This is an optimization exercise on Yosys and OpenROAD, whose aim is small area, a short achievable clock period and few clock cycles per item, not a production implementation. Where RTL was checked, it was by simulation tests only, not by an equivalence proof against the original.

==> trial 10: inputs <==
==> flow/design.v <==
`timescale 1ns / 1ps
module sbox(x0,x1,x2,x3,y0,y1,y2,y3);
	input x0,x1,x2,x3;
	output y0,y1,y2,y3;
	wire t2 = (x1 & x3) ^ x2;
	wire t3 = (x0 & t2) ^ x3;
	assign y0 = ~((x0 & t3) ^ x1);
	assign y1 = (y0 & t2) ^ x0;
	assign y2 = t2;
	assign y3 = t3;
endmodule
`timescale 1ns / 1ps
module m(input [0:15] b, output [0:15] c);
	assign c[0]  = b[0]^b[3]^b[7]^b[8]^b[12]^b[15];
	assign c[1]  = b[0]^b[1]^b[4]^b[9]^b[12]^b[13];
	assign c[2]  = b[1]^b[2]^b[5]^b[10]^b[13]^b[14];
	assign c[3]  = b[2]^b[6]^b[7]^b[11]^b[14];
	assign c[4]  = b[0]^b[1]^b[5]^b[11]^b[15];
	assign c[5]  = b[1]^b[2]^b[6]^b[8]^b[12];
	assign c[6]  = b[0]^b[2]^b[3]^b[4]^b[7]^b[9]^b[13];
	assign c[7]  = b[0]^b[3]^b[4]^b[10]^b[11]^b[14]^b[15];
	assign c[8]  = b[1]^b[4]^b[5]^b[8]^b[11]^b[15];
	assign c[9]  = b[2]^b[5]^b[6]^b[8]^b[9]^b[12];
	assign c[10] = b[0]^b[3]^b[4]^b[6]^b[7]^b[9]^b[10]^b[13];
	assign c[11] = b[0]^b[4]^b[7]^b[10]^b[14]^b[15];
	assign c[12] = b[3]^b[7]^b[8]^b[11]^b[12];
	assign c[13] = b[0]^b[4]^b[8]^b[9]^b[13];
	assign c[14] = b[1]^b[5]^b[9]^b[10]^b[14];
	assign c[15] = b[2]^b[3]^b[6]^b[7]^b[10]^b[15];
endmodule
`timescale 1ns / 1ps
module future_enc(
	input clk,
	input rst,
	input start,
	input [0:63] pt,
	input [0:63] key0,
	input [0:63] key1,
	input [0:63] rc,
	output [0:63] ct,
	output busy,
	output done
	);
	reg busy_r, done_r;
	reg [3:0] cnt;
	reg ksel, rcon;    
	reg [0:63] X, K0, K1, R;
	wire load = start & ~busy_r;
	wire last = (cnt == 4'd9);
	function [0:63] srow(input [0:63] x);
		srow = {x[0:3],   x[52:55], x[40:43], x[28:31],
		        x[16:19], x[4:7],   x[56:59], x[44:47],
		        x[32:35], x[20:23], x[8:11],  x[60:63],
		        x[48:51], x[36:39], x[24:27], x[12:15]};
	endfunction
	wire [0:63] sx, mx;
	genvar i;
	generate
		for (i = 0; i < 16; i = i + 1) begin : g_sb
			sbox sb(.x0(X[4*i]),.x1(X[4*i+1]),.x2(X[4*i+2]),.x3(X[4*i+3]),
				.y0(sx[4*i]),.y1(sx[4*i+1]),.y2(sx[4*i+2]),.y3(sx[4*i+3]));
		end
		for (i = 0; i < 4; i = i + 1) begin : g_m
			m mc(.b(sx[16*i +: 16]), .c(mx[16*i +: 16]));
		end
	endgenerate
	wire [0:63] k0r = {K0[0:15], K0[21:63], K0[0:4]};
	wire [0:63] kn = ksel ? k0r : K1;
	wire [0:63] rkn = kn ^ (R & {64{rcon}});
	wire [0:63] nx = srow(mx) ^ rkn;
	assign ct = srow(sx);
	always @(posedge clk) begin
		if (rst) begin
			busy_r <= 1'b0;
			done_r <= 1'b0;
		end else if (load) begin
			busy_r <= 1'b1;
			done_r <= 1'b0;
		end else if (busy_r & last) begin
			busy_r <= 1'b0;
			done_r <= 1'b1;
		end
	end
	always @(posedge clk) begin
		if (busy_r) begin
			cnt <= cnt + 4'd1;
			ksel <= ~ksel;
			rcon <= (cnt != 4'd3) & (cnt != 4'd8);
			X <= nx;
			if (ksel) K0 <= {K0[5:63], K0[0:4]};
		end else begin
			cnt <= 4'd0;
			ksel <= 1'b0;
			rcon <= 1'b1;
			if (start) begin
				X <= pt ^ key0;
				K0 <= key0;
			end
			K1 <= key1;
			R <= rc;
		end
	end
	assign busy = busy_r;
	assign done = done_r;
endmodule
==> flow/flow/run.sh <==
#!/bin/bash
# Standard ORFS layout (the standard.sh, standard synthesis unchanged), with the
# port buffers that buffer_ports inserts made the smallest buffer instead of
# the default choice.
set -euo pipefail
bash standard.sh BUFFER_PORTS_ARGS="-buffer_cell sky130_fd_sc_hd__buf_1" finish > standard.log 2>&1
==> flow/standard.sh <==
#!/bin/bash
# synth_recipe.tcl (not shown) runs the flow's synth.tcl, then flattens the netlist and writes it again
# the make line also repeats each setting of config.mk as NAME=value (left out here)
make -C /OpenROAD-flow-scripts/flow DESIGN_CONFIG=/design/flow/config.mk WORK_HOME=/design/flow/orfs CLKGATE_MAP_FILE= SYNTH_SCRIPT=/design/flow/synth_recipe.tcl "${@:-finish}"
==> flow/config.mk <==
export PLATFORM = sky130hd
export DESIGN_NAME = future_enc
export DESIGN_NICKNAME = future_enc
export VERILOG_FILES = /design/flow/design.v
export SDC_FILE = /design/flow/constraint.sdc
export NUM_CORES = 4
export LEC_CHECK = 0
export CAP_MARGIN = 20
export CORE_MARGIN = 2
export CORE_UTILIZATION = 40
export SETUP_SLACK_MARGIN = 1.5
export SLEW_MARGIN = 20
==> flow/constraint.sdc <==
create_clock -name core_clock -period 4.0 [get_ports {clk}]
set_input_delay 0.8000 -clock core_clock [delete_from_list [all_inputs] [get_ports {clk}]]
set_output_delay 0.8000 -clock core_clock [all_outputs]
set_load 0.01 [all_outputs]
==> build 28: changes against trial 10 <==
--- a/flow/design.v
+++ b/flow/design.v
@@ -44,5 +44,4 @@
 	reg busy_r, done_r;
 	reg [3:0] cnt;
-	reg ksel, rcon;    
 	reg [0:63] X, K0, K1, R;
 	wire load = start & ~busy_r;
@@ -66,5 +65,6 @@
 	endgenerate
 	wire [0:63] k0r = {K0[0:15], K0[21:63], K0[0:4]};
-	wire [0:63] kn = ksel ? k0r : K1;
+	wire [0:63] kn = cnt[0] ? k0r : K1;
+	wire rcon = (cnt != 4'd4) & (cnt != 4'd9);
 	wire [0:63] rkn = kn ^ (R & {64{rcon}});
 	wire [0:63] nx = srow(mx) ^ rkn;
@@ -85,12 +85,8 @@
 		if (busy_r) begin
 			cnt <= cnt + 4'd1;
-			ksel <= ~ksel;
-			rcon <= (cnt != 4'd3) & (cnt != 4'd8);
 			X <= nx;
-			if (ksel) K0 <= {K0[5:63], K0[0:4]};
+			if (cnt[0]) K0 <= {K0[5:63], K0[0:4]};
 		end else begin
 			cnt <= 4'd0;
-			ksel <= 1'b0;
-			rcon <= 1'b1;
 			if (start) begin
 				X <= pt ^ key0;
==> flow/run.sh (new file) <==
#!/bin/bash
# synth_recipe.tcl (not shown) runs the flow's synth.tcl, then flattens the netlist and writes it again
# the make line also repeats each setting of config.mk as NAME=value (left out here)
make -C /OpenROAD-flow-scripts/flow DESIGN_CONFIG=/design/flow/config.mk WORK_HOME=/design/flow/orfs CLKGATE_MAP_FILE= SYNTH_SCRIPT=/design/flow/synth_recipe.tcl finish
--- a/flow/config.mk
+++ b/flow/config.mk
@@ -6,7 +6,8 @@
 export NUM_CORES = 4
 export LEC_CHECK = 0
+export ABC_CLOCK_PERIOD_IN_PS = 2000
 export CAP_MARGIN = 20
 export CORE_MARGIN = 2
-export CORE_UTILIZATION = 40
+export CORE_UTILIZATION = 55
 export SETUP_SLACK_MARGIN = 1.5
 export SLEW_MARGIN = 20
removed: flow/flow/run.sh
removed: flow/standard.sh
==> trial 75: changes against trial 10 <==
--- a/flow/design.v
+++ b/flow/design.v
@@ -44,6 +44,7 @@
 	reg busy_r, done_r;
 	reg [3:0] cnt;
-	reg ksel, rcon;    
-	reg [0:63] X, K0, K1, R;
+	reg rcon;          
+	wire ksel = cnt[0];    
+	reg [0:63] Y, K0, K1, R;
 	wire load = start & ~busy_r;
 	wire last = (cnt == 4'd9);
@@ -54,20 +55,22 @@
 		        x[48:51], x[36:39], x[24:27], x[12:15]};
 	endfunction
-	wire [0:63] sx, mx;
-	genvar i;
-	generate
-		for (i = 0; i < 16; i = i + 1) begin : g_sb
-			sbox sb(.x0(X[4*i]),.x1(X[4*i+1]),.x2(X[4*i+2]),.x3(X[4*i+3]),
-				.y0(sx[4*i]),.y1(sx[4*i+1]),.y2(sx[4*i+2]),.y3(sx[4*i+3]));
-		end
-		for (i = 0; i < 4; i = i + 1) begin : g_m
-			m mc(.b(sx[16*i +: 16]), .c(mx[16*i +: 16]));
-		end
-	endgenerate
 	wire [0:63] k0r = {K0[0:15], K0[21:63], K0[0:4]};
 	wire [0:63] kn = ksel ? k0r : K1;
 	wire [0:63] rkn = kn ^ (R & {64{rcon}});
-	wire [0:63] nx = srow(mx) ^ rkn;
-	assign ct = srow(sx);
+	wire [0:63] mx, sin, sy;
+	genvar i;
+	generate
+		for (i = 0; i < 4; i = i + 1) begin : g_m
+			m mc(.b(Y[16*i +: 16]), .c(mx[16*i +: 16]));
+		end
+	endgenerate
+	assign sin = busy_r ? (srow(mx) ^ rkn) : (pt ^ key0);
+	generate
+		for (i = 0; i < 16; i = i + 1) begin : g_sb
+			sbox sb(.x0(sin[4*i]),.x1(sin[4*i+1]),.x2(sin[4*i+2]),.x3(sin[4*i+3]),
+				.y0(sy[4*i]),.y1(sy[4*i+1]),.y2(sy[4*i+2]),.y3(sy[4*i+3]));
+		end
+	endgenerate
+	assign ct = srow(Y);
 	always @(posedge clk) begin
 		if (rst) begin
@@ -83,18 +86,13 @@
 	end
 	always @(posedge clk) begin
+		if (busy_r | start) Y <= sy;
 		if (busy_r) begin
 			cnt <= cnt + 4'd1;
-			ksel <= ~ksel;
 			rcon <= (cnt != 4'd3) & (cnt != 4'd8);
-			X <= nx;
 			if (ksel) K0 <= {K0[5:63], K0[0:4]};
 		end else begin
 			cnt <= 4'd0;
-			ksel <= 1'b0;
 			rcon <= 1'b1;
-			if (start) begin
-				X <= pt ^ key0;
-				K0 <= key0;
-			end
+			if (start) K0 <= key0;
 			K1 <= key1;
 			R <= rc;
--- a/flow/config.mk
+++ b/flow/config.mk
@@ -8,5 +8,7 @@
 export CAP_MARGIN = 20
 export CORE_MARGIN = 2
-export CORE_UTILIZATION = 40
-export SETUP_SLACK_MARGIN = 1.5
+export CORE_UTILIZATION = 60
+export CTS_CLUSTER_DIAMETER = 150
+export CTS_CLUSTER_SIZE = 24
+export SETUP_SLACK_MARGIN = 1.3
 export SLEW_MARGIN = 20
==> results.txt <==
                                                                                  build 28                 trial 75                 trial 10
Wire length on met3                                                                5860 µm                  3620 µm                  3380 µm
Depth of the worst register-to-register path                                             8                        7                       11
Share of the final layout cell area in sequential cells                              31.0%                    43.9%                    35.4%
WHS                                                                                 499 ps                   461 ps                   406 ps
Final worst-path cycle share                                                         69.5%                    67.9%                    67.0%
Share of the synthesized area in compound gates (AO/OA/AOI/OAI)                      8.80%                    5.93%                    7.55%
Reg clk slew, reported paths                                                         60 ps                   110 ps                    60 ps
Sequential area share after synthesis                                                46.3%                    50.7%                    47.7%
Min cycle time layout                                                              2780 ps                  2710 ps                  2680 ps
Multi-input gate area                                                             9310 µm²                 7560 µm²                 8620 µm²
Number of antenna violations at the first check in global routing                        0                        2                        1
Global-route met1 utilization                                                        46.4%                    42.3%                    34.0%
Flip-flop and latch count                                                              262                      263                      264
Worst slew pin tran                                                                1120 ps                   709 ps                  1140 ps
CLK BUF                                                                                 36                       20                       43
Count of clock tree sinks                                                              262                      263                      264
Post-synthesis instance total                                                        1,461                    1,182                    1,432
Hold/Removal Path Class                                                       flop to flop       input port to flop       input port to flop
Die Span X                                                                          179 µm                   164 µm                   207 µm
Status                                                             complete, no violations  complete, no violations  complete, no violations
DP Area                                                                         20,000 µm²               17,000 µm²               17,700 µm²
Testbench counts of build 28, summed over its fixed seeds: cycles 1,408, items 128.
Testbench counts of trial 75, summed over its fixed seeds: cycles 1,408, items 128.
For trial 10, only the layout was checked, not whether the RTL still works.


==> v3: inputs <==
// future_enc: RTL as listed in full above, without the edits since
==> flow/config.mk <==
export PLATFORM = sky130hd
export DESIGN_NAME = future_enc
export DESIGN_NICKNAME = future_enc
export VERILOG_FILES = /design/flow/design.v
export SDC_FILE = /design/flow/constraint.sdc
export NUM_CORES = 4
export LEC_CHECK = 0
export CAP_MARGIN = 20
export CORE_MARGIN = 2
export CORE_UTILIZATION = 40
export SETUP_SLACK_MARGIN = 1.0
export SLEW_MARGIN = 20
==> flow/constraint.sdc <==
create_clock -name core_clock -period 4.0 [get_ports {clk}]
set_input_delay 0.8000 -clock core_clock [delete_from_list [all_inputs] [get_ports {clk}]]
set_output_delay 0.8000 -clock core_clock [all_outputs]
set_load 0.01 [all_outputs]
standard.sh (not shown) runs the stock make flow with config.mk's settings and CLKGATE_MAP_FILE= SYNTH_SCRIPT=/design/flow/synth_recipe.tcl, a recipe that flattens the netlist after the stock synthesis.
==> flow/flow/run.sh <==
#!/bin/bash
# Standard ORFS layout (the standard.sh, standard synthesis unchanged), with the
# port buffers that buffer_ports inserts made the smallest buffer instead of
# the default choice.
set -euo pipefail
bash standard.sh BUFFER_PORTS_ARGS="-buffer_cell sky130_fd_sc_hd__buf_1" finish > standard.log 2>&1
==> inputs of v22, as changes to v3 <==
--- a/flow/design.v
+++ b/flow/design.v
@@ -45,4 +45,5 @@
 	reg [3:0] cnt;
-	reg ksel, rcon;    
-	reg [0:63] X, K0, K1, R;
+	reg rcon;          
+	wire ksel = cnt[0];    
+	reg [0:63] Y, K0, K1, R;
 	wire load = start & ~busy_r;
@@ -55,13 +56,2 @@
 	endfunction
-	wire [0:63] sx, mx;
-	genvar i;
-	generate
-		for (i = 0; i < 16; i = i + 1) begin : g_sb
-			sbox sb(.x0(X[4*i]),.x1(X[4*i+1]),.x2(X[4*i+2]),.x3(X[4*i+3]),
-				.y0(sx[4*i]),.y1(sx[4*i+1]),.y2(sx[4*i+2]),.y3(sx[4*i+3]));
-		end
-		for (i = 0; i < 4; i = i + 1) begin : g_m
-			m mc(.b(sx[16*i +: 16]), .c(mx[16*i +: 16]));
-		end
-	endgenerate
 	wire [0:63] k0r = {K0[0:15], K0[21:63], K0[0:4]};
@@ -69,4 +59,17 @@
 	wire [0:63] rkn = kn ^ (R & {64{rcon}});
-	wire [0:63] nx = srow(mx) ^ rkn;
-	assign ct = srow(sx);
+	wire [0:63] mx, sin, sy;
+	genvar i;
+	generate
+		for (i = 0; i < 4; i = i + 1) begin : g_m
+			m mc(.b(Y[16*i +: 16]), .c(mx[16*i +: 16]));
+		end
+	endgenerate
+	assign sin = busy_r ? (srow(mx) ^ rkn) : (pt ^ key0);
+	generate
+		for (i = 0; i < 16; i = i + 1) begin : g_sb
+			sbox sb(.x0(sin[4*i]),.x1(sin[4*i+1]),.x2(sin[4*i+2]),.x3(sin[4*i+3]),
+				.y0(sy[4*i]),.y1(sy[4*i+1]),.y2(sy[4*i+2]),.y3(sy[4*i+3]));
+		end
+	endgenerate
+	assign ct = srow(Y);
 	always @(posedge clk) begin
@@ -84,7 +87,6 @@
 	always @(posedge clk) begin
+		if (busy_r | start) Y <= sy;
 		if (busy_r) begin
 			cnt <= cnt + 4'd1;
-			ksel <= ~ksel;
 			rcon <= (cnt != 4'd3) & (cnt != 4'd8);
-			X <= nx;
 			if (ksel) K0 <= {K0[5:63], K0[0:4]};
@@ -92,8 +94,4 @@
 			cnt <= 4'd0;
-			ksel <= 1'b0;
 			rcon <= 1'b1;
-			if (start) begin
-				X <= pt ^ key0;
-				K0 <= key0;
-			end
+			if (start) K0 <= key0;
 			K1 <= key1;
Settings changed: CORE_UTILIZATION 40 to 60, CTS_CLUSTER_DIAMETER set to 150, CTS_CLUSTER_SIZE set to 24, SETUP_SLACK_MARGIN 1.0 to 1.2.
==> inputs of v17, as changes to v3 <==
--- a/flow/design.v
+++ b/flow/design.v
@@ -45,4 +45,5 @@
 	reg [3:0] cnt;
-	reg ksel, rcon;    
-	reg [0:63] X, K0, K1, R;
+	reg rcon;          
+	wire ksel = cnt[0];    
+	reg [0:63] Y, K0, K1, R;
 	wire load = start & ~busy_r;
@@ -55,13 +56,2 @@
 	endfunction
-	wire [0:63] sx, mx;
-	genvar i;
-	generate
-		for (i = 0; i < 16; i = i + 1) begin : g_sb
-			sbox sb(.x0(X[4*i]),.x1(X[4*i+1]),.x2(X[4*i+2]),.x3(X[4*i+3]),
-				.y0(sx[4*i]),.y1(sx[4*i+1]),.y2(sx[4*i+2]),.y3(sx[4*i+3]));
-		end
-		for (i = 0; i < 4; i = i + 1) begin : g_m
-			m mc(.b(sx[16*i +: 16]), .c(mx[16*i +: 16]));
-		end
-	endgenerate
 	wire [0:63] k0r = {K0[0:15], K0[21:63], K0[0:4]};
@@ -69,4 +59,17 @@
 	wire [0:63] rkn = kn ^ (R & {64{rcon}});
-	wire [0:63] nx = srow(mx) ^ rkn;
-	assign ct = srow(sx);
+	wire [0:63] mx, sin, sy;
+	genvar i;
+	generate
+		for (i = 0; i < 4; i = i + 1) begin : g_m
+			m mc(.b(Y[16*i +: 16]), .c(mx[16*i +: 16]));
+		end
+	endgenerate
+	assign sin = busy_r ? (srow(mx) ^ rkn) : (pt ^ key0);
+	generate
+		for (i = 0; i < 16; i = i + 1) begin : g_sb
+			sbox sb(.x0(sin[4*i]),.x1(sin[4*i+1]),.x2(sin[4*i+2]),.x3(sin[4*i+3]),
+				.y0(sy[4*i]),.y1(sy[4*i+1]),.y2(sy[4*i+2]),.y3(sy[4*i+3]));
+		end
+	endgenerate
+	assign ct = srow(Y);
 	always @(posedge clk) begin
@@ -84,7 +87,6 @@
 	always @(posedge clk) begin
+		if (busy_r | start) Y <= sy;
 		if (busy_r) begin
 			cnt <= cnt + 4'd1;
-			ksel <= ~ksel;
 			rcon <= (cnt != 4'd3) & (cnt != 4'd8);
-			X <= nx;
 			if (ksel) K0 <= {K0[5:63], K0[0:4]};
@@ -92,8 +94,4 @@
 			cnt <= 4'd0;
-			ksel <= 1'b0;
 			rcon <= 1'b1;
-			if (start) begin
-				X <= pt ^ key0;
-				K0 <= key0;
-			end
+			if (start) K0 <= key0;
 			K1 <= key1;
--- a/flow/flow/run.sh
+++ b/flow/flow/run.sh
@@ -5,2 +5,2 @@
 set -euo pipefail
-bash standard.sh BUFFER_PORTS_ARGS="-buffer_cell sky130_fd_sc_hd__buf_1" finish > standard.log 2>&1
+bash standard.sh BUFFER_PORTS_ARGS="-buffer_cell sky130_fd_sc_hd__buf_1" SKIP_CTS_REPAIR_TIMING=1 finish > standard.log 2>&1
Settings changed: CORE_UTILIZATION 40 to 65, CTS_CLUSTER_DIAMETER set to 150, CTS_CLUSTER_SIZE set to 24, SETUP_SLACK_MARGIN 1.0 to 1.3.
==> comparison table <==
                                                                                 v22                        v3                        v17
Status                                                      timing/DRC/antenna clean  timing/DRC/antenna clean   timing/DRC/antenna clean
Critical Path End Type                                                          flop                output pin                       flop
Global-route track usage on met3                                             0.03990                   0.04019                    0.04407
Net count after synthesis                                                       1444                      1694                       1444
Vias in the first global route                                                 10140                     11070                      10220
# clk buffers                                                                     19                        41                         20
DR vias                                                                        10490                     11350                      10860
Register area                                                               7836 um2                  7856 um2                   7839 um2
Global-route usage over all layers                                            0.3108                    0.2316                     0.3298
Origin of the worst setup path                                                 Y[34]                     X[47]                      Y[32]
Fillers                                                                         1859                      3868                       1536
Required time of the worst setup path                                        4300 ps                   3200 ps                    4250 ps
Synthesized netlist cell count                                                  1182                      1432                       1182
Area share of xor/xnor cells in the synthesized design                        0.2397                    0.2190                     0.2397
Crit path kind                                                               reg2reg                   reg2out                    reg2reg
Count leader, synth                                        sky130_fd_sc_hd__edfxtp_1  sky130_fd_sc_hd__xnor2_1  sky130_fd_sc_hd__edfxtp_1
Number of inverters outside the clock class in the layout                         20                        70                         20
Final worst-path cycle share                                                  0.7048                    0.7325                     0.6734
Initial drt markers                                                             1033                       718                        996
First-pass GRT wire length                                                  60620 um                  70910 um                   59890 um
Non-clock buffer share                                                       0.08702                   0.07329                    0.09978
Non-Filler Instances                                                            1846                      2237                       1877
Testbench counts of v22, summed over its fixed seeds: cycles 1,408, items 128.
Testbench counts of v17, summed over its fixed seeds: cycles 1,408, items 128.
The RTL of v3 was laid out without a check of its function.

-- separate check: timing with driven ports --
No port has a modelled driver above. Below, the same layouts with a new extraction and two added sets of constraints. Step 1 assumes that a clkbuf_16 drives the clock port and a buf_2 every other input. Step 2 adds t to the input delays and takes it off the output delays; t is the mean of the earliest and latest rising clock arrival at the registers after step 1. Input paths then give back, and output paths get back, about the clock's delay inside the block. Three values: no drivers, after step 1, after step 2; two values: the first two.
run | t, ns | setup slack, ns | worst setup path at the end | worst slew at a driven data input, ns | cell pins on the clock port's net
trial 10 | 0.601 | 1.322 / 1.268 / 1.300 | input to register | 0.08 | 1
build 28 | 0.631 | 1.218 / 1.164 / 1.122 | input to register | 0.07 | 1
trial 75 | 0.544 | 1.285 / 1.285 / 1.285 | register to register | 0.05 | 1
v3 | 0.601 | 1.070 / 1.014 / 1.274 | register to register | 0.08 | 1
v22 | 0.546 | 1.181 / 1.181 / 1.181 | register to register | 0.04 | 1
v17 | 0.555 | 1.306 / 1.306 / 1.306 | register to register | 0.05 | 1
After both steps every run listed still meets setup and hold. For build 28, which loses most, drivers alone change the setup slack by -0.054 ns; drivers and shift together by -0.096 ns.
